Source: an optimization exercise on an open RTL-to-GDS flow (aim: small area). Production flows keep margins and buffers that such runs may drop.
At most, simulation tests tie the RTL to the original design; equivalence was not proved.
For run 7, only the layout was checked, not whether the RTL still works.
Power figures rest on the tool's default switching activity, not on a simulated workload.

File: flow/flow/run.sh
#!/bin/bash
set -euo pipefail
bash standard.sh "BUFFER_PORTS_ARGS=-buffer_cell sky130_fd_sc_hd__buf_1" \
  "CTS_ARGS=-sink_clustering_enable -repair_clock_nets -root_buf sky130_fd_sc_hd__clkbuf_8 -buf_list {sky130_fd_sc_hd__clkbuf_4 sky130_fd_sc_hd__clkbuf_8} -sink_clustering_size 40 -sink_clustering_max_diameter 300 -dont_use_dummy_load" \
  finish > standard.log 2>&1
File: flow/standard.sh
#!/bin/bash
# synth_recipe.tcl (not shown) runs the flow's synth.tcl, then flattens the netlist and writes it again
# the make line also repeats each setting of config.mk as NAME=value (left out here)
make -C /OpenROAD-flow-scripts/flow DESIGN_CONFIG=/design/flow/config.mk WORK_HOME=/design/flow/orfs CLKGATE_MAP_FILE= SYNTH_SCRIPT=/design/flow/synth_recipe.tcl "${@:-finish}"
File: flow/config.mk
export PLATFORM = sky130hd
export DESIGN_NAME = DigitalClock_12hrFormat
export DESIGN_NICKNAME = DigitalClock_12hrFormat
export VERILOG_FILES = /design/flow/design.v
export SDC_FILE = /design/flow/constraint.sdc
export NUM_CORES = 4
export LEC_CHECK = 0
export CAP_MARGIN = 20
export CORE_MARGIN = 2
export CORE_UTILIZATION = 40
export CTS_BUF_LIST = sky130_fd_sc_hd__clkbuf_4
export PLACE_DENSITY = 0.6
export SLEW_MARGIN = 20
File: flow/constraint.sdc
create_clock -name core_clock -period 10.0 [get_ports {clk}]
set_input_delay 2.0000 -clock core_clock [delete_from_list [all_inputs] [get_ports {clk}]]
set_output_delay 2.0000 -clock core_clock [all_outputs]
set_load 0.01 [all_outputs]
File: flow/design.v
module DigitalClock_12hrFormat(
    input clk,
    input rst,
    input center,
    input right,
    input left,
    input up,
    input down,
    input M_00,
    input M_01,
    input M_02,
    input M_03,
    input M_10,
    input M_11,
    input M_12,
    input H_00,
    input H_01,
    input H_02,
    input H_10,
    input H_11,
    output [6:0] seg,
    output [3:0] an,
    output AMPM_indicator_led,
    output clock_mode_indicator_led,
    output Alarm1,
    output Alarm2,
    output Alarm3,
    output Alarm4,
    output Alarm5,
    input stop
);
    wire act, tgl, s60;
    wire [2:0] dmt;
    wire [3:0] dmo, ho;
    wire ht, dpm;
    reg  x;
    ticks      TK (.clk(clk), .rst(rst), .center(center), .left(left), .right(right),
                   .cm(clock_mode_indicator_led), .act(act), .tgl(tgl), .s60(s60));
    timeofday  TD (.clk(clk), .rst(rst), .act(act), .tgl(tgl), .up(up), .down(down), .s60(s60),
                   .dmt(dmt), .dmo(dmo), .dpm(dpm), .ht(ht), .ho(ho));
    scan       SC (.clk(clk), .rst(rst), .dmo(dmo), .dmt(dmt), .ho(ho), .ht(ht), .seg(seg), .an(an));
    wire match = ~H_11 & (H_10 == ht) & ({1'b0, H_02, H_01, H_00} == ho) &
                 ({M_12, M_11, M_10} == dmt) & ({M_03, M_02, M_01, M_00} == dmo);
    always @(posedge clk)
        if (rst) x <= 1'b0;
        else x <= ~stop & (x | match);
    assign AMPM_indicator_led = dpm;
    assign Alarm1 = x;
    assign Alarm2 = x;
    assign Alarm3 = x;
    assign Alarm4 = x;
    assign Alarm5 = x;
endmodule
module ticks(input clk, input rst, input center, input left, input right,
             output reg cm, output act, output reg tgl, output s60);
    localparam [5:0] L49 = 6'b001001;    
    localparam [5:0] S60 = 6'b101000;    
    reg       hi;
    reg [5:0] lo;
    reg [5:0] sec;
    wire wrap_lo  = (lo == L49);
    assign act    = ~cm & (hi | wrap_lo);            
    wire sec_tick = cm & hi & wrap_lo;               
    assign s60    = (sec == S60);
    always @(posedge clk) begin
        if (rst) begin
            cm <= 1'b0; hi <= 1'b0; lo <= 6'd0; sec <= 6'd0; tgl <= 1'b0;
        end else begin
            cm <= cm ^ center;
            hi <= cm & (hi ^ wrap_lo);
            lo <= (wrap_lo | (~cm & hi)) ? 6'd0 : {lo[4:0], ~(lo[5] ^ lo[4])};
            if (s60 | (cm & center & ~sec_tick)) sec <= 6'd0;
            else if (sec_tick) sec <= {sec[4:0], ~(sec[5] ^ sec[4])};
            if (cm & center) tgl <= 1'b0;
            else if (act & (left | right)) tgl <= ~tgl;
        end
    end
endmodule
module timeofday(input clk, input rst, input act, input tgl, input up, input down, input s60,
                 output [2:0] dmt, output reg [3:0] dmo, output reg dpm,
                 output ht, output [3:0] ho);
    reg [2:0] rmt;
    reg [3:0] rh12;
    reg       f60;       
    reg       op_u, op_d, op_h;    
    wire d_m60  = rmt[2] & rmt[1];
    wire d_mo0  = ~(dmo[3] | dmo[2] | dmo[1] | dmo[0]);
    wire d_mt0  = ~(rmt[2] | rmt[1] | rmt[0]);
    wire d_mo9  = dmo[3] & dmo[0];
    wire d_hclr = rh12[3] & rh12[2] & rh12[0] | ~(rh12[3] | rh12[2] | rh12[1] | rh12[0]);
    wire d_h12  = rh12[3] & rh12[2];
    wire d_h11  = rh12[3] & rh12[1] & rh12[0];
    wire d_h1   = ~rh12[3] & ~rh12[2] & ~rh12[1] & rh12[0];
    wire m_up = op_u & ~op_h;
    wire m_dn = op_d & ~op_h;
    wire h_up = d_m60 | (op_u & op_h);
    wire h_dn = (op_d & op_h) | (m_dn & d_mo0 & d_mt0);
    wire [3:0] a = dmo ^ {4{m_dn}};
    wire cu = m_up & d_mo9;
    wire cd = m_dn & d_mo0;
    wire wr = cu | cd;
    wire t0 = m_up | m_dn;
    wire t1 = t0 & a[0];
    wire t2 = t1 & a[1];
    wire t3 = t2 & a[2];
    wire [3:0] mo = d_m60 ? 4'd0 : dmo ^ {t3 | wr, t2 & ~wr, t1 & ~wr, t0};
    wire [2:0] b = rmt ^ {3{m_dn}};
    wire u1 = wr & b[0];
    wire u2 = u1 & b[1];
    wire [2:0] mt = d_m60 ? 3'd0 : rmt ^ {u2, u1 & ~(cd & d_mt0), wr};
    wire [3:0] c = rh12 ^ {4{h_dn}};
    wire sp = (h_up & d_h12) | (h_dn & d_h1);
    wire v0 = h_up | h_dn;
    wire v1 = v0 & c[0];
    wire v2 = v1 & c[1];
    wire v3 = v2 & c[2];
    wire [3:0] h12 = d_hclr ? 4'd12 : rh12 ^ {v3 | sp, v2 | sp, v1, v0 & ~(h_up & d_h11 & dpm)};
    wire pm = ~d_hclr & (dpm ^ ((h_up & d_h11 & ~dpm) | (h_dn & d_h1 & ~dpm) | (h_dn & d_h12 & dpm)));
    wire m60   = mt[2] & mt[1];
    wire mo0   = ~(mo[3] | mo[2] | mo[1] | mo[0]);
    wire mt0   = ~(mt[2] | mt[1] | mt[0]);
    wire h24   = h12[3] & h12[2] & h12[0];
    wire h_nz  = pm | ~(h12[3] & h12[2]);            
    wire t_nz  = h_nz | ~mo0 | ~mt0;                  
    wire mmode = act & ~tgl;
    wire hmode = act & tgl;
    wire n_mu  = ~m60 & (s60 | (mmode & up & ~(down & t_nz)));
    wire n_md  = ~m60 & mmode & down & t_nz;
    wire n_hu  = ~m60 & ~h24 & hmode & up & ~(down & h_nz);
    wire n_hd  = ~m60 & ~h24 & hmode & down & h_nz;
    always @(posedge clk)
        if (rst) begin
            dmo <= 4'd0; rmt <= 3'd0; dpm <= 1'b0; rh12 <= 4'd0; f60 <= 1'b0;
            op_u <= 1'b0; op_d <= 1'b0; op_h <= 1'b0;
        end else begin
            dmo <= mo; rmt <= mt; dpm <= pm; rh12 <= h12;
            f60 <= h24 & d_m60;
            op_u <= n_mu | n_hu;
            op_d <= n_md | n_hd;
            op_h <= n_hu | n_hd;
        end
    assign dmt = rmt | {f60, f60, 1'b0};
    assign ht = rh12[3] & (rh12[2] | rh12[1]);
    assign ho = {~ht & rh12[3], ~ht & rh12[2], ht ? rh12[2] & ~rh12[0] : rh12[1], rh12[0]};
endmodule
module scan(input clk, input rst, input [3:0] dmo, input [2:0] dmt, input [3:0] ho, input ht,
            output [6:0] seg, output [3:0] an);
    reg [1:0] cnt, dd;
    reg       fr;              
    reg [3:0] mem0, mem2;
    reg [2:0] mem1;
    reg       mem3;
    reg [3:0] segc;            
    always @(posedge clk) begin
        case (dd)
        2'd0: mem0 <= dmo;
        2'd1: mem1 <= dmt;
        2'd2: mem2 <= ho;
        2'd3: mem3 <= ht;
        endcase
        if (rst) begin
            cnt <= 2'd0; dd <= 2'd0; fr <= 1'b1; segc <= 4'd15;
        end else begin
            cnt <= cnt + 2'd1;
            if (cnt == 2'd3) dd <= dd + 2'd1;
            if ((cnt == 2'd3) & (dd == 2'd3)) fr <= 1'b0;
            if (fr & (cnt == 2'd0)) segc <= 4'd15;
            else case (dd)
            2'd0: segc <= mem0;
            2'd1: segc <= {1'b0, mem1};
            2'd2: segc <= mem2;
            2'd3: segc <= {3'b000, mem3};
            endcase
        end
    end
    assign seg[0] = (segc[1] & segc[3]) | (~segc[0] & ~segc[1] & segc[2]) | (segc[0] & ~segc[1] & ~segc[2] & ~segc[3]);
    assign seg[1] = ~((~segc[2]) | (~segc[0] & ~segc[1]) | (segc[0] & segc[1] & ~segc[3]));
    assign seg[2] = (segc[1] & segc[3]) | (~segc[0] & segc[1] & ~segc[2]);
    assign seg[3] = ~((~segc[0] & ~segc[2]) | (segc[1] & ~segc[2]) | (~segc[0] & segc[1]) | (segc[0] & ~segc[1] & segc[2]));
    assign seg[4] = (segc[0]) | (~segc[1] & segc[2]);
    assign seg[5] = (segc[0] & segc[1]) | (segc[1] & ~segc[2]) | (segc[0] & ~segc[2] & ~segc[3]);
    assign seg[6] = (segc[0] & segc[1] & segc[2]) | (~segc[1] & ~segc[2] & ~segc[3]);
    wire       rst_state = (segc == 4'd15) & (cnt == 2'd0) & (dd == 2'd0);
    wire [1:0] dprev = (cnt == 2'd0) ? dd - 2'd1 : dd;
    assign an = rst_state ? 4'b1111 : ~(4'b0001 << dprev);
endmodule
==> qor.yml, run 1 <==
status: "complete, no violations"
postSynthAreaPerCell_um2: 8.58
r2r_setup_slack_ns: 7.47
p_leak_nw: 1.19
slew_viol_final: 0
clockBufferDepth: 2
synth_edf_count: 12
setup_viol: 0
reg2reg_to: "TD.op_d"
crit_type: "reg2out"
die_w_um: 90.7
synth_top_area_share: 0.273
coreArea_um2: 7250
diodes: 0
clkTransAtPathRegs_ns: 0.08
final_net_count: 399
post-place-ws_ns: 6.49
yosysSeqAreaShare: 0.393
fin_tns_setup_ns: 0
fp.dieH_um: 90.7
min_period_ns: 3.80
setup_ws_ns: 6.20
cts_sinks: 53
ios: 38
postSynth.asyncResetShare: 0
grt-ovfl-total: 0
grt_pass1_wl_mm: 10.4
placed_cells: 461
cts_resized: 0
syn_nets: 380
track_usage: 0.153
cts_tree: "built"
min_from: "SC.cnt[0]"
clk_latency_ns: 0.30
htreeDepth: 2
num_rows: 31
hp-class: "reg2reg"
fmaxAchievable_mhz: 263
fin_skew_ns: 0.0117
dieArea_um2: 8220
grt_max_degree: 26
cts_buffers: 5
r2r_cells: 6
hold_slack_ns: 0.448
critPathMaxFanout: 12
place_hpwl_mm: 4.41
clock-root-buffer: "clkbuf_8"
wl_per_cell_um: 13.2
vdd.ir_drop.worst_uv: 50.4
vias_per_cell: 5.30
maxCapViolations: 0
worst_hold_path.endpoint: "SC.cnt[0]"
power.density_nw_per_um2: 123
postCtsHoldBufs: 0
synth_area_leaders: "dfxtp_1 27%, edfxtp_1 12%, nor2_1 4.9%"
numPortBuffers: 37
endpoint_kind: "output port"
ys_ff_latch: 53
r2r_start: "TD.op_h"
cp.arrival_ns: 1.80
synthDistinctLibCells: 59
drt-initial-drc-count: 164
synthCells: 350
slew_headroom: 0.592
route.vias.total: 2468
grt_pass1_vias: 2285
worstMarginPinSlew_ns: 0.606
final_cells: 466
fin_crit_sh: 0.380
syn_to_final_growth_pct: 6.96
cp.required_ns: 8.00
antenna_found_initial: 0
post-route-drc-count: 0
initial_core_util: 0.414
routed_wirelength_mm: 6.14
start_kind: "flop"
ant_nets: 0
min_delay_path_depth: 1
hold_violations: 0
ys.flop_type: "dfxtp_1"
syn_area_um2: 3000
drive_gt1_frac: 0.0436
synth_most_common_cell: "dfxtp_1"
post_cts_buffers: 0
rsz0062_at_grt: "no"
firstDrtPassIters: 4
synth_commonest_cells: "41 x dfxtp_1, 39 x nor2_1, 33 x nand2_1"
yosys_warnings: 4
synth_largest_area_cell: "dfxtp_1"
fin_util: 0.443
place.gp.congestion: 0.786
-- cell type report --
type                    count  area, um^2
fillers                   771        4040
clock buffers               5        68.8
flip-flops and latches     53        1180
inverters                  17        63.8
multi-input cells         253        1620
repair buffers             39         154
well taps                  99         124
-- cells in the final DEF, fill, tap and decap left out, types with 3 or more instances in the layout --
cell / instances
nand2b_1: 7
inv_1: 17
and2_1: 4
mux2i_1: 7
nor2_1: 39
a21oi_1: 15
nand3_1: 8
or2_2: 3
o21ai_0: 9
nor3_1: 18
edfxtp_1: 12
dfxtp_1: 41
a31oi_1: 3
xor2_1: 9
o211ai_1: 4
a22oi_1: 3
clkbuf_8: 5
and3_1: 4
a21o_1: 4
ha_1: 10
nor3b_1: 3
nor2b_1: 8
nor4_1: 9
nand2_1: 33
xnor2_1: 6
a211oi_1: 6
o21a_1: 5
buf_1: 37
-- critical path: stages (launching register included) --
cell and delay (ns):
dfxtp_1 0.40, inv_1 0.16, ha_1 0.43, nand4_1 0.22, o21ai_0 0.12, buf_1 0.16
-- routing by layer --
layer  share of wire  vias to the layer above  global-route usage
li1                -                     1275                   -
met1            0.47                     1139               0.199
met2            0.48                       46               0.260
met5               0                        -                   0
met4           0.014                        0              0.0526
met3           0.032                        8              0.0209
-- through the flow --
step	power, W	instance area, um^2
floorplan	0.000273	3000
global placement	0.000287	3140
detailed placement	0.000288	3140
CTS	0.000398	3210
global route	0.000412	3210
finish	0.000395	3210
-- sequential cells by signal, summed over array words and instances (netlist names), 2 cells and up --
name / count
SC.mem2: 4
SC.dd: 2
SC.cnt: 2
SC.mem0: 4
TK.lo: 6
TD.dmo: 4
TD.rmt: 3
SC.segc: 4
TD.rh12: 4
SC.mem1: 3
TK.sec: 6
-- worst max-delay path by stage --
stage / startpoint / endpoint / slack [ns] / depth (start not counted)
after floorplan: SC.dd[0] / an[1] / 6.54 / 5
after global placement: SC.dd[0] / an[1] / 6.53 / 5
after detailed placement: SC.dd[0] / an[1] / 6.49 / 5
after CTS: SC.dd[0] / an[1] / 6.17 / 5
after global routing: SC.dd[0] / an[3] / 5.96 / 5
final: SC.dd[0] / an[1] / 6.20 / 5
-- logic make-up after synthesis --
group,share of synthesized area
compound gates,0.171
simple gates,0.257
mux,0.0233
buf+inv,0.0671
flops,0.393
xor+xnor,0.0437
fa+ha+maj,0.0454
-- where the power goes --
| part | switching (W) | leakage, nW | total [W] | internal, W |
|---|---|---|---|---|
| logic | 0.0000284 | 0.695 | 0.0000496 | 0.0000212 |
| clock network | 0.0000663 | 0.0359 | 0.000112 | 0.0000454 |
| registers | 0.00000821 | 0.456 | 0.000233 | 0.000225 |
| total | 0.000103 | 1.19 | 0.000395 | 0.000292 |
==> run 2, diff against run 1 <==
==> flow/flow/run.sh (replaced) <==
#!/bin/bash
set -euo pipefail
bash standard.sh "BUFFER_PORTS_ARGS=-buffer_cell sky130_fd_sc_hd__buf_1" \
  "CTS_ARGS=-sink_clustering_enable -repair_clock_nets -root_buf sky130_fd_sc_hd__clkbuf_8 -buf_list sky130_fd_sc_hd__clkbuf_8 -sink_clustering_size 40 -sink_clustering_max_diameter 300 -dont_use_dummy_load" \
  finish > standard.log 2>&1
==> run 2 against run 1 <==
Against the previous run: still clean; critical path depth did not move; die area unchanged; register-to-register slack barely moved; global-route usage unchanged; sequential share of layout area unchanged; critical path type unchanged.
==> qor.yml, run 2 <==
num_rows: 31  # unchanged
top_regs: "TK.lo: 6 flops, TK.sec: 6 flops"
worstMarginPinSlew_ns: 0.606  # unchanged
track_usage: 0.153  # unchanged
min_period_ns: 3.80  # unchanged
internal-power_w: 0.000292  # unchanged
start_kind: "flop"
postCtsHoldBufs: 0  # unchanged
numPortBuffers: 37  # unchanged
synth_area_leaders: "dfxtp_1 27%, edfxtp_1 12%, nor2_1 4.9%"
synth_most_common_cell: "dfxtp_1"
crit_type: "reg2out"
diodes: 0  # unchanged
cp_slowest_cell: "ha_1"
slew_headroom: 0.592  # unchanged
postSynth.asyncResetShare: 0  # unchanged
routed_wirelength_mm: 6.14  # unchanged
clk_latency_ns: 0.30  # about the same
grt_pass1_vias: 2285  # unchanged
maxCapViolations: 0  # unchanged
power.density_nw_per_um2: 123  # unchanged
p_leak_nw: 1.19  # unchanged
final_cell_mix: "41 x dfxtp_1, 39 x nor2_1, 37 x buf_1"
vdd.ir_drop.worst_uv: 50.4  # unchanged
yosys_warnings: 4  # unchanged
multiInputGateArea_um2: 1620  # unchanged
critPathMaxFanout: 12  # unchanged
clkTransAtPathRegs_ns: 0.08  # about the same
final_net_count: 399  # unchanged
endpoint_kind: "output port"
drive_gt1_frac: 0.0436  # unchanged
p_sw_frac: 0.261  # unchanged
pwr-share-clk: 0.283  # about the same
cts_resized: 0  # unchanged
crit_cells: 5  # unchanged
slowest_delay_ns: 0.43  # about the same
r2r_cells: 6  # unchanged
r2r_start: "TD.op_h"
status: "complete, no violations"
hold_violations: 0  # unchanged
place.gp.congestion: 0.786  # unchanged
syn_to_final_growth_pct: 6.96  # unchanged
cts_sinks: 53  # unchanged
cp.arrival_ns: 1.80  # about the same
comb_power_share: 0.126  # about the same
wl_per_cell_um: 13.2  # unchanged
antenna_found_initial: 0  # unchanged
ios: 38  # unchanged
coreArea_um2: 7250  # unchanged
fin_tns_setup_ns: 0  # unchanged
fillers: 771  # unchanged
path_cells: "inv_1 -> ha_1 -> nand4_1 -> o21ai_0 -> buf_1"
r2r_setup_slack_ns: 7.47  # about the same
grt_pass1_wl_mm: 10.4  # unchanged
route.vias.total: 2468  # unchanged
ys_ff_latch: 53  # unchanged
htreeDepth: 2  # unchanged
clockBufferDepth: 2  # unchanged
final_cells: 466  # unchanged
cp-endpoint: "an[1]"
ant_nets: 0  # unchanged
fin_crit_sh: 0.380  # unchanged
syn_nets: 380  # unchanged
rsz0062_at_grt: "no"
synth_top_area_share: 0.273  # unchanged
ys.flop_type: "dfxtp_1"
critPathBufInv: 2  # unchanged
firstDrtPassIters: 4  # unchanged
initial_core_util: 0.414  # unchanged
synth_commonest_cells: "41 x dfxtp_1, 39 x nor2_1, 33 x nand2_1"
hp-class: "reg2reg"
yosysSeqAreaShare: 0.393  # unchanged
postSynthAreaPerCell_um2: 8.58  # unchanged
cp_top_family: "adder cells"
placed_cells: 461  # unchanged
cts_tree: "built"
power.total_w: 0.000395  # unchanged
vias_per_cell: 5.30  # unchanged
fin_skew_ns: 0.0117  # unchanged
final_common_cell: "dfxtp_1"
syn_area_um2: 3000  # unchanged
fmaxAchievable_mhz: 263  # unchanged
place_hpwl_mm: 4.41  # unchanged
seq_area_um2: 1180  # unchanged
setup_viol: 0  # unchanged
die_w_um: 90.7  # unchanged
slew_viol_final: 0  # unchanged
grt-ovfl-total: 0  # unchanged
synth_edf_count: 12  # unchanged
clock-root-buffer: "clkbuf_8"
grt_max_degree: 26  # unchanged
drt-initial-drc-count: 164  # unchanged
p_switching_w: 0.000103  # unchanged
synth_largest_area_cell: "dfxtp_1"
placedInstanceArea_um2: 3140  # unchanged
post-route-drc-count: 0  # unchanged
reg2reg_to: "TD.op_d"
cp.required_ns: 8.00  # about the same
fin_util: 0.443  # unchanged
synthDistinctLibCells: 59  # unchanged
dieArea_um2: 8220  # unchanged
p_seq_frac: 0.591  # about the same
cts_buffers: 5  # unchanged
synthCells: 350  # unchanged
fin_area_um2: 3210  # unchanged
fp.dieH_um: 90.7  # unchanged
post_cts_buffers: 0  # unchanged
crit_path_start: "SC.dd[0]"
-- run 2: how the worst min path moves through the flow --
stage	to	start	depth (start not counted)	slack [ns]
after floorplan	SC.mem0[0]	TD.dmo[0]	0	0.40
after global placement	SC.cnt[0]	SC.cnt[0]	1	0.43
after global routing	SC.cnt[0]	SC.cnt[0]	1	0.48
after CTS	SC.cnt[0]	SC.cnt[0]	1	0.45
final	SC.cnt[0]	SC.cnt[0]	1	0.45
after detailed placement	TK.lo[4]	TK.lo[3]	1	0.44
-- run 2: final cells by class --
class                   instances  share of cell area
multi-input cells             253               0.505
flip-flops and latches         53               0.368
repair buffers                 39              0.0479
well taps                      99              0.0386
clock buffers                   5              0.0214
inverters                      17              0.0199
-- run 2: kinds of logic (layout without fill, tap and decap cells) --
kind of cell	count (synthesis)	in the layout	synth area share
XOR/XNOR	15	15	0.0437
flip-flops	53	53	0.393
AND/OR/NAND/NOR	150	150	0.257
buffers and inverters	44	61	0.0671
AO/OA/AOI/OAI	70	70	0.171
multiplexers	7	7	0.0233
adder cells (fa/ha/maj)	11	11	0.0454
-- run 2: through the flow --
stage                     setup slack, ns  hold slack, ns
after floorplan                      6.54           0.403
after global placement               6.53           0.431
after detailed placement             6.49           0.439
after CTS                            6.17           0.453
after global routing                 5.96           0.485
final                                6.20           0.448
-- run 2: worst register-to-register path, delay by kind of cell (launching register included) --
kind            cells  cell delay (ns)
flops               1             0.68
compound gates      4             0.91
simple gates        2             0.83
-- run 2: power by group through the flow --
stage / logic [W] / clock network [W] / registers [W]
4_1_cts: 0.0000503 / 0.000115 / 0.000233
3_5_place_dp: 0.0000500 / 0 / 0.000238
6_report: 0.0000496 / 0.000112 / 0.000233
2_1_floorplan: 0.0000393 / 0 / 0.000234
5_1_grt: 0.0000567 / 0.000120 / 0.000235
3_3_place_gp: 0.0000494 / 0 / 0.000238
-- run 2: metal layers --
metal,global-route usage,up-vias,part of all wire
met5,0,-,0
met4,0.0526,0,0.014
met3,0.0209,8,0.032
met2,0.260,46,0.48
met1,0.199,1139,0.47
li1,-,1275,-
==> run 3, diff against run 2 <==
==> flow/flow/run.sh (replaced) <==
#!/bin/bash
# The standard layout (standard.sh) with three changes:
#  - synthesis maps the logic for area (flow/synth.tcl, flow/area.abc);
#  - the ports get the smallest buffer cell;
#  - the clock tree uses clkbuf_8 buffers and no dummy loads.
# make's full output goes to standard.log; ORFS keeps each step's log in orfs/logs.
set -euo pipefail
here=$(pwd)
export FLOW_SYNTH_TCL="$here/synth_recipe.tcl"
export AREA_ABC_SCRIPT="$here/flow/area.abc"
bash standard.sh \
  "SYNTH_SCRIPT=$here/flow/synth.tcl" \
  "BUFFER_PORTS_ARGS=-buffer_cell sky130_fd_sc_hd__buf_1" \
  "CTS_ARGS=-sink_clustering_enable -repair_clock_nets -root_buf sky130_fd_sc_hd__clkbuf_8 -buf_list sky130_fd_sc_hd__clkbuf_8 -sink_clustering_size 40 -sink_clustering_max_diameter 300 -dont_use_dummy_load" \
  finish > standard.log 2>&1
==> flow/flow/area.abc (new file) <==
strash
&get -n
&deepsyn -T 20
&put
dch -f
amap
topo
==> flow/flow/synth.tcl (new file) <==
# The standard synthesis (synth_recipe.tcl), with two changes to the
# combinational mapping only: yosys does not pull half/full adders out of the
# logic before ABC, and ABC maps for area (flow/area.abc) instead of speed.
# Registers are mapped exactly as in the standard synthesis.
proc extract_fa {args} {}
proc abc {args} {
  set i [lsearch $args -script]
  if {$i >= 0} {
    lset args [expr {$i + 1}] $::env(AREA_ABC_SCRIPT)
  }
  yosys abc {*}$args
}
source $::env(FLOW_SYNTH_TCL)
==> run 3 against run 2 <==
Against the previous run: still clean on timing, DRC and antenna; clock skew is 0.0055 ns higher; worst hold slack worse by 0.013 ns; maximum frequency is 1.6% lower; die area is 18% lower.
==> qor.yml, run 3 <==
status: "complete, no violations"
synth_edf_count: 12  # unchanged
vdd.ir_drop.worst_uv: 70.1  # +39%
placed_cells: 419  # -9.1%
cp.required_ns: 8.00  # about the same
syn_area_um2: 2420  # -19%
post-place-ws_ns: 6.18  # -0.309 ns
crit_type: "reg2out"
postSynthAreaPerCell_um2: 7.80  # -9.2%
synth_largest_area_cell: "dfxtp_1"
ant_nets: 0  # unchanged
fin_crit_sh: 0.386  # +0.00634
final_cell_mix: "62 x nor2_1, 51 x clkinv_1, 41 x dfxtp_1"
post_cts_buffers: 0  # unchanged
synth_top_area_share: 0.338  # +0.0653
synth_area_leaders: "dfxtp_1 34%, edfxtp_1 15%, nor2_1 9.6%"
vias_per_cell: 5.04  # -4.8%
grt_max_degree: 16  # -38%
synthDistinctLibCells: 34  # -42%
setup_viol: 0  # unchanged
slowest_delay_ns: 0.55  # +0.12 ns
r2r_start: "TD.dmo[1]"
postSynth.asyncResetShare: 0  # unchanged
synthCells: 311  # -11%
cp_slowest_cell: "nor2_1"
dieArea_um2: 6700  # -18%
min_from: "TK.lo[0]"
route.vias.total: 2138  # -13%
place.gp.congestion: 0.841  # +7.0%
grt_pass1_wl_mm: 8.42  # -19%
placedInstanceArea_um2: 2630  # -16%
crit_path_start: "SC.dd[1]"
fmaxAchievable_mhz: 259  # -1.6%
r2r_setup_slack_ns: 7.23  # -0.24 ns
synth_commonest_cells: "62 x nor2_1, 51 x clkinv_1, 41 x dfxtp_1"
ys.flop_type: "dfxtp_1"
grtUsageMet2: 0.277  # +0.0173
fp.dieH_um: 81.9  # -9.7%
cts_tree: "built"
critPathBufInv: 2  # unchanged
endpoint_kind: "output port"
ios: 38  # unchanged
clkTransAtPathRegs_ns: 0.09  # about the same
grt_pass1_vias: 1829  # -20%
slew_viol_final: 0  # unchanged
fin_tns_setup_ns: 0  # unchanged
slew_headroom: 0.504  # -0.0886
track_usage: 0.164  # +0.0112
seq_area_um2: 1180  # unchanged
cts_resized: 0  # unchanged
routed_wirelength_mm: 5.24  # -15%
power.density_nw_per_um2: 144  # +17%
start_kind: "flop"
num_rows: 28  # -9.7%
grt-ovfl-total: 0  # unchanged
path_cells: "clkinv_1 -> nor2_1 -> o22ai_1 -> nand3_1 -> buf_1"
initial_core_util: 0.412  # -0.00219
fin_skew_ns: 0.0171  # +0.00546 ns
wl_per_cell_um: 12.3  # -6.3%
use_met3: 0.0341  # +0.0132
diodes: 0  # unchanged
clock-root-buffer: "clkbuf_8"
fin_area_um2: 2700  # -16%
antenna_found_initial: 0  # unchanged
ys_ff_latch: 53  # unchanged
post-route-drc-count: 0  # unchanged
synth_most_common_cell: "nor2_1"
final_cells: 424  # -9.0%
yosysSeqAreaShare: 0.487  # +0.0939
critPathMaxFanout: 9  # -3
yosys_warnings: 4  # unchanged
hp-class: "reg2reg"
multiInputGateArea_um2: 1020  # -37%
place_hpwl_mm: 4.12  # -6.4%
final_net_count: 371  # -7.0%
drive_gt1_frac: 0.0143  # -0.0293
numPortBuffers: 37  # unchanged
fin_util: 0.458  # +0.0151
rsz0062_at_grt: "no"
cts_sinks: 53  # unchanged
syn_to_final_growth_pct: 11.2
setup_ws_ns: 6.14  # -0.0634 ns
fillers: 601  # -22%
use_met1: 0.216  # +0.0172
postCtsHoldBufs: 0  # unchanged
cp.arrival_ns: 1.86  # +0.06 ns
cts_buffers: 5  # unchanged
die_w_um: 81.9  # -9.7%
syn_nets: 331  # -13%
clockBufferDepth: 2  # unchanged
p_leak_nw: 0.925  # -22%
final_common_cell: "nor2_1"
htreeDepth: 2  # unchanged
min_period_ns: 3.86  # +0.0634 ns
coreArea_um2: 5890  # -19%
cp_top_family: "simple AND/OR/NAND/NOR gates"
grt-busiest-layer: "met2"
hold_violations: 0  # unchanged
firstDrtPassIters: 4  # unchanged
maxCapViolations: 0  # unchanged
worstMarginPinSlew_ns: 0.742  # +0.136 ns
drt-initial-drc-count: 92  # -44%
clk_latency_ns: 0.30  # about the same
top_regs: "TK.lo: 6 flops, TK.sec: 6 flops"
run 3: final timing paths:
kind / endpoint / cells after the start
worst max register to register: TD.rh12[3] / 12
worst max-delay path: an[0] / 5
worst min-delay path: TK.lo[1] / 2
worst min register to register: TK.lo[1] / 2
run 3: cell families (layout without fill, tap and decap cells):
kind of cell,after synthesis,in the layout,synth area share
and+or+nand+nor,130,130,0.230
AOI/OAI and AO/OA,73,73,0.192
buffers and inverters,55,93,0.0913
DFF,53,53,0.487
run 3: report_power, final:
part           internal [W]  switching (W)
clock             0.0000453      0.0000635
sequential         0.000225     0.00000574
combinational     0.0000169      0.0000312
run 3: area by class of cell:
| type | instances | area share |
|---|---|---|
| multi-input cells | 203 | 0.379 |
| flip-flops and latches | 53 | 0.438 |
| well taps | 75 | 0.0348 |
| clock buffers | 5 | 0.0255 |
| repair buffers | 37 | 0.0515 |
| inverters | 51 | 0.0710 |
run 3: metrics by stage:
| step | hold slack [ns] | total power [W] |
|---|---|---|
| 3_3_place_gp | 0.419 | 0.000283 |
| 4_1_cts | 0.440 | 0.000391 |
| 3_5_place_dp | 0.421 | 0.000284 |
| 5_1_grt | 0.463 | 0.000408 |
| 2_1_floorplan | 0.403 | 0.000267 |
| 6_report | 0.436 | 0.000388 |
run 3: tightest hold or removal path, stage by stage (launching register included):
cell and delay, ns:
dfxtp_1 0.31, clkinv_1 0.05, nor2_1 0.04
run 3: routing by layer:
layer	wire length, um	up-vias
met5	0	-
met4	41	0
met3	219	4
met2	2460	51
met1	2520	941
li1	-	1142
==> run 4, diff against run 3 <==
--- a/flow/design.v
+++ b/flow/design.v
@@ -53,24 +53,22 @@
 endmodule
 module ticks(input clk, input rst, input center, input left, input right,
              output reg cm, output act, output reg tgl, output s60);
-    localparam [5:0] L49 = 6'b001001;    
-    localparam [5:0] S60 = 6'b101000;    
     reg       hi;
     reg [5:0] lo;
     reg [5:0] sec;
-    wire wrap_lo  = (lo == L49);
+    wire wrap_lo  = lo[5] & lo[4] & lo[1] & lo[0];        
     assign act    = ~cm & (hi | wrap_lo);            
     wire sec_tick = cm & hi & wrap_lo;               
-    assign s60    = (sec == S60);
+    assign s60    = sec[5] & sec[4] & ~sec[2] & ~sec[1] & ~sec[0];   
     always @(posedge clk) begin
         if (rst) begin
             cm <= 1'b0; hi <= 1'b0; lo <= 6'd0; sec <= 6'd0; tgl <= 1'b0;
         end else begin
             cm <= cm ^ center;
             hi <= cm & (hi ^ wrap_lo);
-            lo <= (wrap_lo | (~cm & hi)) ? 6'd0 : {lo[4:0], ~(lo[5] ^ lo[4])};
+            lo <= (wrap_lo | (~cm & hi)) ? 6'd0 : {lo[4:0], ~(lo[5] ^ lo[0])};
             if (s60 | (cm & center & ~sec_tick)) sec <= 6'd0;
-            else if (sec_tick) sec <= {sec[4:0], ~(sec[5] ^ sec[4])};
+            else if (sec_tick) sec <= {sec[4:0], ~(sec[5] ^ sec[0])};
             if (cm & center) tgl <= 1'b0;
             else if (act & (left | right)) tgl <= ~tgl;
         end
@@ -103,11 +101,11 @@
     wire t1 = t0 & a[0];
     wire t2 = t1 & a[1];
     wire t3 = t2 & a[2];
-    wire [3:0] mo = d_m60 ? 4'd0 : dmo ^ {t3 | wr, t2 & ~wr, t1 & ~wr, t0};
+    wire [3:0] mo = dmo ^ {t3 | wr, t2 & ~wr, t1 & ~wr, t0};
     wire [2:0] b = rmt ^ {3{m_dn}};
     wire u1 = wr & b[0];
     wire u2 = u1 & b[1];
-    wire [2:0] mt = d_m60 ? 3'd0 : rmt ^ {u2, u1 & ~(cd & d_mt0), wr};
+    wire [2:0] mt = {rmt[2] & ~rmt[1], rmt[1] & ~rmt[2], rmt[0]} ^ {u2, u1 & ~(cd & d_mt0), wr};
     wire [3:0] c = rh12 ^ {4{h_dn}};
     wire sp = (h_up & d_h12) | (h_dn & d_h1);
     wire v0 = h_up | h_dn;
--- a/flow/flow/run.sh
+++ b/flow/flow/run.sh
@@ -11,5 +11,5 @@
 bash standard.sh \
   "SYNTH_SCRIPT=$here/flow/synth.tcl" \
   "BUFFER_PORTS_ARGS=-buffer_cell sky130_fd_sc_hd__buf_1" \
-  "CTS_ARGS=-sink_clustering_enable -repair_clock_nets -root_buf sky130_fd_sc_hd__clkbuf_8 -buf_list sky130_fd_sc_hd__clkbuf_8 -sink_clustering_size 40 -sink_clustering_max_diameter 300 -dont_use_dummy_load" \
+  "CTS_ARGS=-sink_clustering_enable -repair_clock_nets -root_buf sky130_fd_sc_hd__clkbuf_8 -buf_list sky130_fd_sc_hd__clkbuf_4 -sink_clustering_size 40 -sink_clustering_max_diameter 300 -dont_use_dummy_load" \
   finish > standard.log 2>&1
==> run 4 against run 3 <==
Against the previous run: still clean; register-to-register slack got worse by 0.49 ns; critical path depth stayed put; non-clock buffer count stayed put; sequential cell count stayed put; combinational power fell by 24%; critical path type unchanged; critical endpoint is now an[3].
==> qor.yml, run 4 <==
place_hpwl_mm: 3.99  # -3.2%
synth_commonest_cells: "60 x nor2_1, 44 x clkinv_1, 41 x dfxtp_1"
grt_pass1_wl_mm: 8.63  # +2.5%
place.gp.congestion: 0.883  # +5.0%
cts_buffers: 5  # unchanged
setup_viol: 0  # unchanged
route.vias.total: 2145  # +0.33%
top_regs: "TK.lo: 6 flops, TK.sec: 6 flops"
numPortBuffers: 37  # unchanged
hp-class: "reg2reg"
vdd.ir_drop.worst_uv: 66.0  # -5.9%
slowest_delay_ns: 0.56  # about the same
clk_latency_ns: 0.31  # about the same
routed_wirelength_mm: 5.16  # -1.4%
fin_tns_setup_ns: 0  # unchanged
grt_pass1_vias: 1939  # +6.0%
fin_area_um2: 2660  # -1.3%
grt_max_degree: 18  # +2
path_cells: "clkinv_1 -> nor2_1 -> nor2_1 -> o311ai_0 -> buf_1"
cp.arrival_ns: 1.85  # about the same
final_common_cell: "nor2_1"
yosys_warnings: 4  # unchanged
post-place-ws_ns: 6.27  # +0.0882 ns
min_period_ns: 3.85  # -0.00801 ns
slew_headroom: 0.474  # -0.0292
worstMarginPinSlew_ns: 0.789  # +0.0466 ns
grt-ovfl-total: 0  # unchanged
synth_edf_count: 12  # unchanged
clock-root-buffer: "clkbuf_8"
cp_slowest_cell: "nor2_1"
yosysSeqAreaShare: 0.494  # +0.00688
track_usage: 0.169  # +0.00489
p_leak_nw: 0.911  # -1.5%
fillers: 596  # -0.83%
ys.flop_type: "dfxtp_1"
drive_gt1_frac: 0.0147  # +0.000423
ios: 38  # unchanged
hold_violations: 0  # unchanged
fmaxAchievable_mhz: 259  # +0.21%
vias_per_cell: 5.18  # +2.8%
cp.required_ns: 8.00  # about the same
final_net_count: 361  # -2.7%
crit_type: "reg2out"
path_common_cell: "nor2_1"
final_cells: 414  # -2.4%
fin_util: 0.455  # -0.00303
start_kind: "flop"
coreArea_um2: 5850  # -0.60%
diodes: 0  # unchanged
postSynth.asyncResetShare: 0  # unchanged
synth_top_area_share: 0.343  # +0.00478
rsz0062_at_grt: "no"
cts_tree: "built"
fin_crit_sh: 0.385  # -0.000801
syn_area_um2: 2390  # -1.4%
post_cts_buffers: 0  # unchanged
drt-initial-drc-count: 97  # +5.4%
clockBufferDepth: 2  # unchanged
num_rows: 28  # unchanged
dieArea_um2: 6610  # -1.3%
die_w_um: 81.3  # -0.67%
endpoint_kind: "output port"
syn_to_final_growth_pct: 11.4
syn_nets: 321  # -3.0%
antenna_found_initial: 0  # unchanged
synth_largest_area_cell: "dfxtp_1"
wl_per_cell_um: 12.5  # +0.95%
postSynthAreaPerCell_um2: 7.94  # +1.9%
min_delay_path_depth: 2  # unchanged
final_cell_mix: "60 x nor2_1, 44 x clkinv_1, 41 x dfxtp_1"
maxCapViolations: 0  # unchanged
setup_ws_ns: 6.15  # +0.00801 ns
slew_viol_final: 0  # unchanged
power.density_nw_per_um2: 140  # -2.8%
r2r_cells: 15  # +3
synth_most_common_cell: "nor2_1"
synthCells: 301  # -3.2%
ant_nets: 0  # unchanged
postCtsHoldBufs: 0  # unchanged
critPathMaxFanout: 8  # -1
ys_ff_latch: 53  # unchanged
initial_core_util: 0.409  # -0.00331
clkTransAtPathRegs_ns: 0.10  # about the same
synth_area_leaders: "dfxtp_1 34%, edfxtp_1 15%, nor2_1 9.4%"
fp.dieH_um: 81.3  # -0.67%
cts_sinks: 53  # unchanged
placedInstanceArea_um2: 2590  # -1.3%
fin_skew_ns: 0.0247  # +0.00757 ns
post-route-drc-count: 0  # unchanged
firstDrtPassIters: 4  # unchanged
cts_resized: 0  # unchanged
placed_cells: 409  # -2.4%
status: "complete, no violations"
synthDistinctLibCells: 31  # -8.8%
htreeDepth: 2  # unchanged
run 4: changes by cell type after synthesis, sizes merged, moves of 4 or more:
cell / change
clkinv: -7
nor3: +8
or2: -4
a211oi: +6
a21oi: +4
nand2: -11
run 4: logic make-up after synthesis:
group           synth area share
simple gates               0.231
buf+inv                   0.0816
flops                      0.494
compound gates             0.193
run 4: where the power goes:
part / internal [W] / switching (W)
registers: 0.000224 / 0.00000497
clock network: 0.0000453 / 0.0000617
logic: 0.0000131 / 0.0000234
run 4: worst paths after layout:
path                   from       end  slack, ns
setup / recovery   SC.dd[0]     an[3]       6.15
hold / removal     TK.lo[4]  TK.lo[5]       0.43
setup reg to reg  TD.dmo[1]   TD.op_h       6.74
hold reg to reg    TK.lo[4]  TK.lo[5]       0.43
run 4: layout make-up:
type                       count  area [um^2]  area share
clock buffer                   5         68.8      0.0258
tap                           75         93.8      0.0352
multi-input combinational    200         1010       0.381
sequential                    53         1180       0.444
timing repair buffer          37          139      0.0522
inverter                      44          165      0.0620
run 4: metal layers:
layer / share of wire / GRT usage / vias up
li1: - / - / 1123
met1: 0.46 / 0.217 / 964
met2: 0.48 / 0.277 / 53
met3: 0.047 / 0.0433 / 5
met4: 0.011 / 0.0525 / 0
met5: 0 / 0 / -
run 4: critical path: cells and delay by family (launching register included):
family / cells / cell delay, ns
flip-flops: 1 / 0.42
AO/OA/AOI/OAI: 1 / 0.11
buffers and inverters: 2 / 0.37
AND/OR/NAND/NOR: 2 / 0.64
run 4: per-stage QoR:
step	hold WS [ns]	power [W]
global placement	0.417	0.000270
global route	0.468	0.000394
CTS	0.440	0.000378
floorplan	0.404	0.000256
detailed placement	0.424	0.000271
finish	0.433	0.000372
==> run 5, diff against run 4 <==
--- a/flow/flow/run.sh
+++ b/flow/flow/run.sh
@@ -11,5 +11,5 @@
 bash standard.sh \
   "SYNTH_SCRIPT=$here/flow/synth.tcl" \
   "BUFFER_PORTS_ARGS=-buffer_cell sky130_fd_sc_hd__buf_1" \
-  "CTS_ARGS=-sink_clustering_enable -repair_clock_nets -root_buf sky130_fd_sc_hd__clkbuf_8 -buf_list sky130_fd_sc_hd__clkbuf_4 -sink_clustering_size 40 -sink_clustering_max_diameter 300 -dont_use_dummy_load" \
+  "CTS_ARGS=-repair_clock_nets -root_buf sky130_fd_sc_hd__clkbuf_16 -buf_list sky130_fd_sc_hd__clkbuf_16 -dont_use_dummy_load" \
   finish > standard.log 2>&1
==> run 5 against run 4 <==
Against the previous run: die area did not move; clock skew shrank 0.0083 ns; worst hold slack got worse by 0.0042 ns; total power grew 13%; worst setup slack better by 0.036 ns; critical path depth stayed put; sequential share of layout area is 0.92 points lower; first-iteration DRC count rose by 29%; final cell count did not move; combinational power barely moved.
==> qor.yml, run 5 <==
start_kind: "flop"
dieArea_um2: 6610  # unchanged
cp.arrival_ns: 1.82  # -0.03 ns
setup_viol: 0  # unchanged
synth_commonest_cells: "60 x nor2_1, 44 x clkinv_1, 41 x dfxtp_1"
fmaxAchievable_mhz: 262  # +0.94%
syn_to_final_growth_pct: 13.7
cts_buffers: 5  # unchanged
ios: 38  # unchanged
synth_area_leaders: "dfxtp_1 34%, edfxtp_1 15%, nor2_1 9.4%"
seq_area_um2: 1180  # unchanged
min_period_ns: 3.82  # -0.0358 ns
synth_largest_area_cell: "dfxtp_1"
vias_per_cell: 5.17  # -0.19%
fillers: 592  # -0.67%
route.vias.total: 2141  # -0.19%
hold_slack_ns: 0.428  # -0.00419 ns
r2r_start: "TD.dmo[1]"
fin_skew_ns: 0.0164  # -0.00833 ns
postCtsHoldBufs: 0  # unchanged
r2r_cells: 15  # unchanged
grt_pass1_vias: 1934  # -0.26%
post-route-drc-count: 0  # unchanged
slew_viol_final: 0  # unchanged
hold_violations: 0  # unchanged
track_usage: 0.168  # -0.000352
postSynthAreaPerCell_um2: 7.94  # unchanged
dr_wl_met3_um: 223  # -7.5%
initial_core_util: 0.409  # unchanged
clkTransAtPathRegs_ns: 0.07  # -0.03 ns
setup_ws_ns: 6.18  # +0.0358 ns
syn_nets: 321  # unchanged
coreArea_um2: 5850  # unchanged
synth_most_common_cell: "nor2_1"
cts_sinks: 53  # unchanged
final_cell_mix: "60 x nor2_1, 44 x clkinv_1, 41 x dfxtp_1"
cts_tree: "built"
htreeDepth: 2  # unchanged
fin_tns_setup_ns: 0  # unchanged
grt_pass1_wl_mm: 8.60  # -0.32%
post_cts_buffers: 0  # unchanged
maxCapViolations: 0  # unchanged
multiInputGateArea_um2: 1010  # unchanged
drt-initial-drc-count: 125  # +29%
clk_latency_ns: 0.29  # -0.02 ns
final_common_cell: "nor2_1"
hp-class: "reg2reg"
p_leak_nw: 0.937  # +2.8%
critPathMaxFanout: 8  # unchanged
place.gp.congestion: 0.883  # unchanged
post-place-ws_ns: 6.27  # unchanged
rsz0062_at_grt: "no"
grt_max_degree: 18  # unchanged
routed_wirelength_mm: 5.17  # +0.16%
synthCells: 301  # unchanged
ys.flop_type: "dfxtp_1"
wl_met2_mm: 2.49  # +0.24%
final_net_count: 361  # unchanged
grt-ovfl-total: 0  # unchanged
postSynth.asyncResetShare: 0  # unchanged
ys_ff_latch: 53  # unchanged
clockBufferDepth: 2  # unchanged
place_hpwl_mm: 3.99  # unchanged
clock-root-buffer: "clkbuf_16"
vdd.ir_drop.worst_uv: 71.2  # +7.9%
wl_per_cell_um: 12.5  # +0.16%
syn_area_um2: 2390  # unchanged
crit_path_start: "SC.dd[0]"
status: "complete, no violations"
synthDistinctLibCells: 31  # unchanged
power.density_nw_per_um2: 155  # +11%
die_w_um: 81.3  # unchanged
min_delay_path_depth: 2  # unchanged
synth_edf_count: 12  # unchanged
top_regs: "TK.lo: 6 flops, TK.sec: 6 flops"
antenna_found_initial: 0  # unchanged
yosys_warnings: 4  # unchanged
numPortBuffers: 37  # unchanged
diodes: 0  # unchanged
cts_resized: 0  # unchanged
fp.dieH_um: 81.3  # unchanged
num_rows: 28  # unchanged
wl_met1_mm: 2.42  # +1.5%
yosysSeqAreaShare: 0.494  # unchanged
r2r_setup_slack_ns: 6.75  # about the same
top_layer: "met4"
synth_top_area_share: 0.343  # unchanged
worstMarginPinSlew_ns: 0.803  # +0.0148 ns
slew_headroom: 0.464  # -0.00988
cp-endpoint: "an[3]"
cp.required_ns: 8.00  # about the same
drive_gt1_frac: 0.0147  # unchanged
endpoint_kind: "output port"
fin_crit_sh: 0.382  # -0.00357
ant_nets: 0  # unchanged
reg2reg_to: "TD.op_h"
firstDrtPassIters: 4  # unchanged
crit_type: "reg2out"
==> run 5: cell families (layout without fill, tap and decap cells) <==
logic type / Yosys count / in the layout / share of synthesized area
DFF: 53 / 53 / 0.494
buffers and inverters: 48 / 86 / 0.0816
AOI/OAI and AO/OA: 74 / 74 / 0.193
and+or+nand+nor: 126 / 126 / 0.231
==> run 5: area by class of cell <==
| type | count | share of cell area |
|---|---|---|
| Sequential cell | 53 | 0.434 |
| Multi-Input combinational cell | 200 | 0.373 |
| Inverter | 44 | 0.0607 |
| Timing Repair Buffer | 37 | 0.0511 |
| Clock buffer | 5 | 0.0460 |
| Tap cell | 75 | 0.0345 |
==> run 5: where the power goes <==
part           internal (W)  switching, W
clock             0.0000885     0.0000674
combinational     0.0000131     0.0000234
sequential         0.000224    0.00000501
total              0.000326     0.0000958
==> run 5: how the worst min path moves through the flow <==
stage | from | endpoint | slack, ns
finish | TK.lo[4] | TK.lo[5] | 0.43
global route | TK.lo[3] | TK.lo[4] | 0.46
CTS | TK.lo[4] | TK.lo[5] | 0.44
detailed placement | TK.lo[4] | TK.lo[5] | 0.42
global placement | TK.lo[2] | TK.lo[3] | 0.42
floorplan | TK.lo[1] | TK.lo[2] | 0.40
==> run 5: critical path: stages, from the launching register on <==
cell      delay [ns]
dfxtp_1         0.41
clkinv_1        0.18
nor2_1          0.56
nor2_1          0.08
o311ai_0        0.11
buf_1           0.19
==> run 5: layer usage <==
layer / GRT usage / vias to the layer above
li1: - / 1128
met1: 0.215 / 958
met2: 0.276 / 50
met3: 0.0511 / 5
met4: 0.0441 / 0
met5: 0 / -
==> run 5: stage by stage <==
| step | total power [W] | utilization | instances | area (um^2) |
|---|---|---|---|---|
| floorplan | 0.000256 | - | 301 | 2390 |
| global placement | 0.000270 | 0.443 | 409 | 2590 |
| detailed placement | 0.000271 | 0.443 | 409 | 2590 |
| CTS | 0.000426 | 0.465 | 414 | 2720 |
| global route | 0.000443 | 0.465 | 414 | 2720 |
| finish | 0.000422 | 0.465 | 414 | 2720 |
==> run 6, diff against run 5 <==
--- a/flow/flow/run.sh
+++ b/flow/flow/run.sh
@@ -11,5 +11,5 @@
 bash standard.sh \
   "SYNTH_SCRIPT=$here/flow/synth.tcl" \
   "BUFFER_PORTS_ARGS=-buffer_cell sky130_fd_sc_hd__buf_1" \
-  "CTS_ARGS=-repair_clock_nets -root_buf sky130_fd_sc_hd__clkbuf_16 -buf_list sky130_fd_sc_hd__clkbuf_16 -dont_use_dummy_load" \
+  "CTS_ARGS=-sink_clustering_enable -repair_clock_nets -root_buf sky130_fd_sc_hd__clkbuf_8 -buf_list sky130_fd_sc_hd__clkbuf_8 -sink_clustering_size 40 -sink_clustering_max_diameter 300 -dont_use_dummy_load" \
   finish > standard.log 2>&1
==> run 6 against run 5 <==
Against the previous run: synthesized cell count did not move; register-to-register slack about the same; critical path depth stayed put; routed wire length decreased by 0.15%; final cell count stayed put; critical endpoint unchanged.
==> qor.yml, run 6 <==
fp.dieH_um: 81.3  # unchanged
dieArea_um2: 6610  # unchanged
postSynthAreaPerCell_um2: 7.94  # unchanged
ys_ff_latch: 53  # unchanged
initial_core_util: 0.409  # unchanged
syn_area_um2: 2390  # unchanged
route.vias.total: 2145  # +0.19%
fmaxAchievable_mhz: 259  # -0.93%
yosysSeqAreaShare: 0.494  # unchanged
rsz0062_at_grt: "no"
yosys_warnings: 4  # unchanged
track_usage: 0.169  # +0.000352
path_cells: "clkinv_1 -> nor2_1 -> nor2_1 -> o311ai_0 -> buf_1"
synth_largest_area_cell: "dfxtp_1"
min_period_ns: 3.85  # +0.0358 ns
place.gp.congestion: 0.883  # unchanged
place_hpwl_mm: 3.99  # unchanged
maxCapViolations: 0  # unchanged
diodes: 0  # unchanged
worstMarginPinSlew_ns: 0.789  # -0.0148 ns
numPortBuffers: 37  # unchanged
min_delay_path_depth: 2  # unchanged
synth_commonest_cells: "60 x nor2_1, 44 x clkinv_1, 41 x dfxtp_1"
wl_per_cell_um: 12.5  # -0.15%
antenna_found_initial: 0  # unchanged
endpoint_kind: "output port"
post-route-drc-count: 0  # unchanged
synth_edf_count: 12  # unchanged
ant_nets: 0  # unchanged
synthDistinctLibCells: 31  # unchanged
reg2reg_to: "TD.op_h"
slowest_delay_ns: 0.56  # about the same
synth_area_leaders: "dfxtp_1 34%, edfxtp_1 15%, nor2_1 9.4%"
fin_skew_ns: 0.0247  # +0.00833 ns
cp-endpoint: "an[3]"
ys.flop_type: "dfxtp_1"
synth_top_area_share: 0.343  # unchanged
clockBufferDepth: 2  # unchanged
status: "complete, no violations"
r2r_cells: 15  # unchanged
clock-root-buffer: "clkbuf_8"
drive_gt1_frac: 0.0147  # unchanged
top_regs: "TK.lo: 6 flops, TK.sec: 6 flops"
p_leak_nw: 0.911  # -2.7%
post_cts_buffers: 0  # unchanged
r2r_setup_slack_ns: 6.74  # about the same
firstDrtPassIters: 4  # unchanged
grt-ovfl-total: 0  # unchanged
fin_util: 0.455  # -0.00962
path_common_cell: "nor2_1"
hp-class: "reg2reg"
start_kind: "flop"
ios: 38  # unchanged
r2r_start: "TD.dmo[1]"
grt_pass1_vias: 1939  # +0.26%
crit_path_start: "SC.dd[0]"
final_common_cell: "nor2_1"
final_net_count: 361  # unchanged
synth_most_common_cell: "nor2_1"
cp.arrival_ns: 1.85  # +0.03 ns
final_cell_mix: "60 x nor2_1, 44 x clkinv_1, 41 x dfxtp_1"
vias_per_cell: 5.18  # +0.19%
synthCells: 301  # unchanged
grt_max_degree: 18  # unchanged
postCtsHoldBufs: 0  # unchanged
syn_to_final_growth_pct: 11.4
cts_buffers: 5  # unchanged
slew_viol_final: 0  # unchanged
vdd.ir_drop.worst_uv: 66.0  # -7.3%
htreeDepth: 2  # unchanged
hold_violations: 0  # unchanged
clkTransAtPathRegs_ns: 0.10  # +0.03 ns
clk_latency_ns: 0.31  # +0.02 ns
power.density_nw_per_um2: 140  # -9.8%
fin_crit_sh: 0.385  # +0.00357
critPathMaxFanout: 8  # unchanged
fin_area_um2: 2660  # -2.1%
cp_slowest_cell: "nor2_1"
coreArea_um2: 5850  # unchanged
slew_headroom: 0.474  # +0.00988
routed_wirelength_mm: 5.16  # -0.15%
setup_viol: 0  # unchanged
crit_type: "reg2out"
cts_tree: "built"
die_w_um: 81.3  # unchanged
postSynth.asyncResetShare: 0  # unchanged
cts_resized: 0  # unchanged
cp.required_ns: 8.00  # about the same
syn_nets: 321  # unchanged
fin_tns_setup_ns: 0  # unchanged
fillers: 596  # +0.68%
cts_sinks: 53  # unchanged
grt_pass1_wl_mm: 8.63  # +0.33%
num_rows: 28  # unchanged
drt-initial-drc-count: 97  # -22%
placedInstanceArea_um2: 2590  # unchanged
## run 6: power breakdown
part / switching, W / internal [W]
Combinational: 0.0000234 / 0.0000131
Clock: 0.0000617 / 0.0000453
Sequential: 0.00000497 / 0.000224
Total: 0.0000900 / 0.000282
## run 6: cell families after synthesis
group	share of synthesized area
and+or+nand+nor	0.231
DFF	0.494
buffers and inverters	0.0816
AOI/OAI and AO/OA	0.193
## run 6: worst min path at each step
stage | startpoint | slack (ns) | to
6_report | TK.lo[4] | 0.43 | TK.lo[5]
5_1_grt | TK.lo[3] | 0.47 | TK.lo[4]
4_1_cts | TK.lo[4] | 0.44 | TK.lo[5]
2_1_floorplan | TK.lo[1] | 0.40 | TK.lo[2]
3_3_place_gp | TK.lo[2] | 0.42 | TK.lo[3]
3_5_place_dp | TK.lo[4] | 0.42 | TK.lo[5]
## run 6: routing by layer
layer / track usage / routed length [um] / vias up
met3: 0.0433 / 241 / 5
li1: - / - / 1123
met4: 0.0525 / 55 / 0
met2: 0.277 / 2480 / 53
met1: 0.217 / 2380 / 964
met5: 0 / 0 / -
## run 6: final cells by class
cell class	count	area [um^2]	area share
multi-input combinational	200	1010	0.381
inverter	44	165	0.0620
tap	75	93.8	0.0352
clock buffer	5	68.8	0.0258
timing repair buffer	37	139	0.0522
sequential	53	1180	0.444
## run 6: stage by stage
stage          hold slack, ns  power (W)  worst slack (ns)  cells
2_1_floorplan           0.404   0.000256              6.84    301
5_1_grt                 0.468   0.000394              5.96    414
3_5_place_dp            0.424   0.000271              6.27    409
3_3_place_gp            0.417   0.000270              6.32    409
6_report                0.433   0.000372              6.15    414
4_1_cts                 0.440   0.000378              6.11    414
## run 6: critical path: cells and delay by family, from the launching register on
kind | cells | cell delay (ns)
AND/OR/NAND/NOR | 2 | 0.64
AO/OA/AOI/OAI | 1 | 0.11
buffers and inverters | 2 | 0.37
flip-flops | 1 | 0.42
==> run 7, diff against run 6 <==
--- a/flow/design.v
+++ b/flow/design.v
@@ -79,8 +79,8 @@
                  output ht, output [3:0] ho);
     reg [2:0] rmt;
     reg [3:0] rh12;
-    reg       f60;       
-    reg       op_u, op_d, op_h;    
+    reg       op_u, op_d, op_h;
+    wire      f60 = op_u & op_d;
     wire d_m60  = rmt[2] & rmt[1];
     wire d_mo0  = ~(dmo[3] | dmo[2] | dmo[1] | dmo[0]);
     wire d_mt0  = ~(rmt[2] | rmt[1] | rmt[0]);
@@ -89,10 +89,10 @@
     wire d_h12  = rh12[3] & rh12[2];
     wire d_h11  = rh12[3] & rh12[1] & rh12[0];
     wire d_h1   = ~rh12[3] & ~rh12[2] & ~rh12[1] & rh12[0];
-    wire m_up = op_u & ~op_h;
-    wire m_dn = op_d & ~op_h;
-    wire h_up = d_m60 | (op_u & op_h);
-    wire h_dn = (op_d & op_h) | (m_dn & d_mo0 & d_mt0);
+    wire m_up = op_u & ~op_d & ~op_h;
+    wire m_dn = op_d & ~op_u & ~op_h;
+    wire h_up = d_m60 | (op_u & ~op_d & op_h);
+    wire h_dn = (op_d & ~op_u & op_h) | (m_dn & d_mo0 & d_mt0);
     wire [3:0] a = dmo ^ {4{m_dn}};
     wire cu = m_up & d_mo9;
     wire cd = m_dn & d_mo0;
@@ -128,13 +128,12 @@
     wire n_hd  = ~m60 & ~h24 & hmode & down & h_nz;
     always @(posedge clk)
         if (rst) begin
-            dmo <= 4'd0; rmt <= 3'd0; dpm <= 1'b0; rh12 <= 4'd0; f60 <= 1'b0;
+            dmo <= 4'd0; rmt <= 3'd0; dpm <= 1'b0; rh12 <= 4'd0;
             op_u <= 1'b0; op_d <= 1'b0; op_h <= 1'b0;
         end else begin
             dmo <= mo; rmt <= mt; dpm <= pm; rh12 <= h12;
-            f60 <= h24 & d_m60;
-            op_u <= n_mu | n_hu;
-            op_d <= n_md | n_hd;
+            op_u <= n_mu | n_hu | (h24 & d_m60);
+            op_d <= n_md | n_hd | (h24 & d_m60);
             op_h <= n_hu | n_hd;
         end
     assign dmt = rmt | {f60, f60, 1'b0};
@@ -178,7 +177,7 @@
     assign seg[4] = (segc[0]) | (~segc[1] & segc[2]);
     assign seg[5] = (segc[0] & segc[1]) | (segc[1] & ~segc[2]) | (segc[0] & ~segc[2] & ~segc[3]);
     assign seg[6] = (segc[0] & segc[1] & segc[2]) | (~segc[1] & ~segc[2] & ~segc[3]);
-    wire       rst_state = (segc == 4'd15) & (cnt == 2'd0) & (dd == 2'd0);
+    wire       rst_state = segc[3] & segc[2] & (cnt == 2'd0);
     wire [1:0] dprev = (cnt == 2'd0) ? dd - 2'd1 : dd;
     assign an = rst_state ? 4'b1111 : ~(4'b0001 << dprev);
 endmodule
--- a/flow/flow/run.sh
+++ b/flow/flow/run.sh
@@ -11,5 +11,5 @@
 bash standard.sh \
   "SYNTH_SCRIPT=$here/flow/synth.tcl" \
   "BUFFER_PORTS_ARGS=-buffer_cell sky130_fd_sc_hd__buf_1" \
-  "CTS_ARGS=-sink_clustering_enable -repair_clock_nets -root_buf sky130_fd_sc_hd__clkbuf_8 -buf_list sky130_fd_sc_hd__clkbuf_8 -sink_clustering_size 40 -sink_clustering_max_diameter 300 -dont_use_dummy_load" \
+  "CTS_ARGS=-sink_clustering_enable -repair_clock_nets -root_buf sky130_fd_sc_hd__clkbuf_8 -buf_list sky130_fd_sc_hd__clkbuf_8 -sink_clustering_size 64 -sink_clustering_max_diameter 500 -sink_buffer_max_cap_derate 1.0 -dont_use_dummy_load" \
   finish > standard.log 2>&1
==> run 7 against run 6 <==
Against the previous run: register-to-register slack better by 0.44 ns; total power up 10%; die area down 1.1%; core utilization up 1.5 points; design area down 0.94%; clock skew down 0.013 ns; still clean on timing, DRC and antenna.
==> qor.yml, run 7 <==
status: "complete, no violations"
slew_headroom: 0.549  # +0.0744
ios: 38  # unchanged
clock-root-buffer: "clkbuf_8"
clockBufferDepth: 2  # unchanged
yosysSeqAreaShare: 0.492  # -0.00246
cp-endpoint: "an[1]"
syn_nets: 316  # -1.6%
fp.dieH_um: 80.9  # -0.57%
hold_violations: 0  # unchanged
grt_pass1_wl_mm: 8.37  # -3.0%
synthXorXnorAreaFrac: 0  # unchanged
synthSimpleGateAreaFrac: 0.243  # +0.0113
synth_commonest_cells: "68 x nor2_1, 40 x dfxtp_1, 37 x clkinv_1"
post_cts_buffers: 0  # unchanged
fin_skew_ns: 0.0117  # -0.0130 ns
min_period_ns: 3.68  # -0.174 ns
synthDistinctLibCells: 33  # +6.5%
synthCells: 296  # -1.7%
crit_type: "reg2out"
worstMarginPinSlew_ns: 0.674  # -0.114 ns
final_cells: 407  # -1.7%
cts_sinks: 52  # -1.9%
ant_nets: 0  # unchanged
fin_crit_sh: 0.368  # -0.0174
syn_to_final_growth_pct: 11.7
vias_per_cell: 5.12  # -1.2%
routed_wirelength_mm: 4.94  # -4.2%
cp.arrival_ns: 1.68  # -0.17 ns
htreeDepth: 2  # unchanged
cp_top_family: "simple AND/OR/NAND/NOR gates"
r2r_start: "TD.dmo[0]"
postSynth.asyncResetShare: 0  # unchanged
place.gp.congestion: 0.819  # -7.2%
synth_top_area_share: 0.339  # -0.00429
initial_core_util: 0.421  # +0.0126
ys_ff_latch: 52  # -1.9%
grt_max_degree: 17  # -1
ys.flop_type: "dfxtp_1"
track_usage: 0.163  # -0.00575
p_leak_nw: 0.884  # -3.0%
clkTransAtPathRegs_ns: 0.09  # about the same
rsz0062_at_grt: "no"
path_cells: "clkinv_1 -> nor2_1 -> o22ai_1 -> buf_1"
die_w_um: 80.9  # -0.57%
postSynthAreaPerCell_um2: 7.98  # +0.47%
grt_pass1_vias: 1864  # -3.9%
synth_fa_ha_area_frac: 0  # unchanged
synth_largest_area_cell: "dfxtp_1"
drive_gt1_frac: 0.0179  # +0.00316
post-route-drc-count: 0  # unchanged
wl_per_cell_um: 12.1  # -2.6%
cts_resized: 0  # unchanged
reg2reg_to: "TD.op_u"
clk_latency_ns: 0.30  # about the same
placed_cells: 402  # -1.7%
fin_tns_setup_ns: 0  # unchanged
final_net_count: 357  # -1.1%
critPathBufInv: 2  # unchanged
fmaxAchievable_mhz: 272  # +4.7%
syn_area_um2: 2360  # -1.2%
coreArea_um2: 5610  # -4.1%
synth_area_leaders: "dfxtp_1 34%, edfxtp_1 15%, nor2_1 11%"
num_rows: 27  # -3.6%
multiInputGateArea_um2: 1030  # +1.7%
postCtsHoldBufs: 0  # unchanged
antenna_found_initial: 0  # unchanged
diodes: 0  # unchanged
fillers: 602  # +1.0%
crit_path_start: "SC.dd[1]"
route.vias.total: 2084  # -2.8%
cts_buffers: 5  # unchanged
synth_top_family_by_area: "simple AND/OR/NAND/NOR gates"
numPortBuffers: 37  # unchanged
grt-ovfl-total: 0  # unchanged
place_hpwl_mm: 3.92  # -1.9%
synth_most_common_cell: "nor2_1"
muxShareOfSynthArea: 0  # unchanged
r2r_setup_slack_ns: 7.18  # +0.44 ns
firstDrtPassIters: 4  # unchanged
cp.required_ns: 8.00  # about the same
final_cell_mix: "68 x nor2_1, 40 x dfxtp_1, 37 x clkinv_1, 37 x buf_1, 23 x nand2_1"
synth_compound_area_frac: 0.194  # +0.00129
slowest_delay_ns: 0.54  # -0.02 ns
r2r_cells: 11  # -4
cts_tree: "built"
final_common_cell: "nor2_1"
endpoint_kind: "output port"
power.density_nw_per_um2: 155  # +11%
seq_area_um2: 1160  # -1.7%
hp-class: "reg2reg"
critPathMaxFanout: 9  # +1
slew_viol_final: 0  # unchanged
synth_edf_count: 12  # unchanged
dieArea_um2: 6540  # -1.1%
setup_viol: 0  # unchanged
start_kind: "flop"
vdd.ir_drop.worst_uv: 55.2  # -16%
cp_slowest_cell: "nor2_1"
yosys_warnings: 4  # unchanged
drt-initial-drc-count: 168  # +73%
crit_cells: 4  # -1
maxCapViolations: 0  # unchanged
top_regs: "TK.lo: 6 flops, TK.sec: 6 flops"
==> run 7: changes by cell type in the layout (fill, tap and decap cells not counted), moves of 4 or more <==
cell,before,now
a21oi_1,19,13
clkinv_1,44,37
nand3_1,9,1
nor2_1,60,68
o22ai_1,12,8
or2_0,0,5
==> run 7: cell families after synthesis <==
| group | Yosys count |
|---|---|
| DFF | 52 |
| AOI/OAI and AO/OA | 71 |
| and+or+nand+nor | 132 |
| buffers and inverters | 41 |
==> run 7: worst register-to-register path, stage by stage, from the launching register on <==
cell and delay (ns):
dfxtp_1 0.41, clkinv_1 0.14, nand2_1 0.15, nor3_1 0.11, a32oi_1 0.35, clkinv_1 0.21, nor2_1 0.27, nand2_1 0.12
o21a_1 0.12, o311ai_0 0.38, nor2b_1 0.12, a221o_1 0.34
==> run 7: worst min-delay path by stage <==
stage                         start         to  cells past startpoint
after floorplan           SC.cnt[0]  SC.cnt[0]                      1
after global routing       TK.lo[3]   TK.lo[4]                      1
final                      TK.lo[1]   TK.lo[2]                      2
after CTS                  TK.lo[1]   TK.lo[2]                      2
after global placement    SC.cnt[0]  SC.cnt[0]                      1
after detailed placement   TK.lo[1]   TK.lo[2]                      2
==> run 7: routing by layer <==
metal / vias up / global-route usage / wire length, um / part of all wire
met3: 6 / 0.0244 / 163 / 0.033
met2: 34 / 0.270 / 2290 / 0.46
li1: 1107 / - / - / -
met4: 0 / 0.0508 / 49 / 0.0099
met1: 937 / 0.220 / 2450 / 0.49
met5: - / 0 / 0 / 0
==> run 7: through the flow <==
step | power, W | setup slack [ns] | hold WS (ns) | util | cell area [um^2]
detailed placement | 0.000309 | 6.62 | 0.414 | 0.458 | 2570
CTS | 0.000413 | 6.28 | 0.436 | 0.470 | 2640
finish | 0.000410 | 6.32 | 0.431 | 0.470 | 2640
floorplan | 0.000287 | 6.87 | 0.402 | - | 2360
global route | 0.000433 | 6.14 | 0.467 | 0.470 | 2640
global placement | 0.000309 | 6.67 | 0.416 | 0.458 | 2570
==> run 7: final cells by class <==
class / instances / share of cell area
clock buffers: 5 / 0.0261
inverters: 37 / 0.0527
multi-input cells: 203 / 0.391
flip-flops and latches: 52 / 0.440
well taps: 72 / 0.0342
repair buffers: 38 / 0.0555
==> run 7: report_power, final <==
part,internal (W),switching (W),leakage [nW]
Sequential,0.000225,0.00000778,0.448
Clock,0.0000453,0.0000609,0.0359
Combinational,0.0000252,0.0000454,0.401
Total,0.000296,0.000114,0.884

-- separate check: timing with driven ports --
No port has a modelled driver above. Below, the same layouts with a new extraction and two added sets of constraints.
Step 1 (the two cells are an assumption about what drives the block):
set clk [get_ports {clk}]
set_driving_cell -lib_cell sky130_fd_sc_hd__clkbuf_16 $clk
set_driving_cell -lib_cell sky130_fd_sc_hd__buf_2 [delete_from_list [all_inputs] $clk]
Step 2, shift: input delay + t, output delay - t, t = (earliest + latest rising clock arrival at the registers) / 2. This alone moves slack from input paths to output paths.
Slacks: ideal ports / drivers / drivers and shift; pairs: ideal ports / drivers.
run | t, ns | slack for setup (ns) | clock arrival spread, ns
run 1 | 0.326 | 6.201 / 6.172 / 6.498 | 0.011 / 0.012
run 2 | 0.326 | 6.201 / 6.172 / 6.498 | 0.011 / 0.012
run 3 | 0.319 | 6.138 / 6.112 / 6.219 | 0.017 / 0.017
run 4 | 0.325 | 6.146 / 6.115 / 6.319 | 0.025 / 0.025
run 5 | 0.312 | 6.181 / 6.149 / 6.305 | 0.017 / 0.017
run 6 | 0.325 | 6.146 / 6.115 / 6.319 | 0.025 / 0.025
run 7 | 0.319 | 6.320 / 6.292 / 6.611 | 0.012 / 0.013
After both steps every run listed still meets setup and hold.
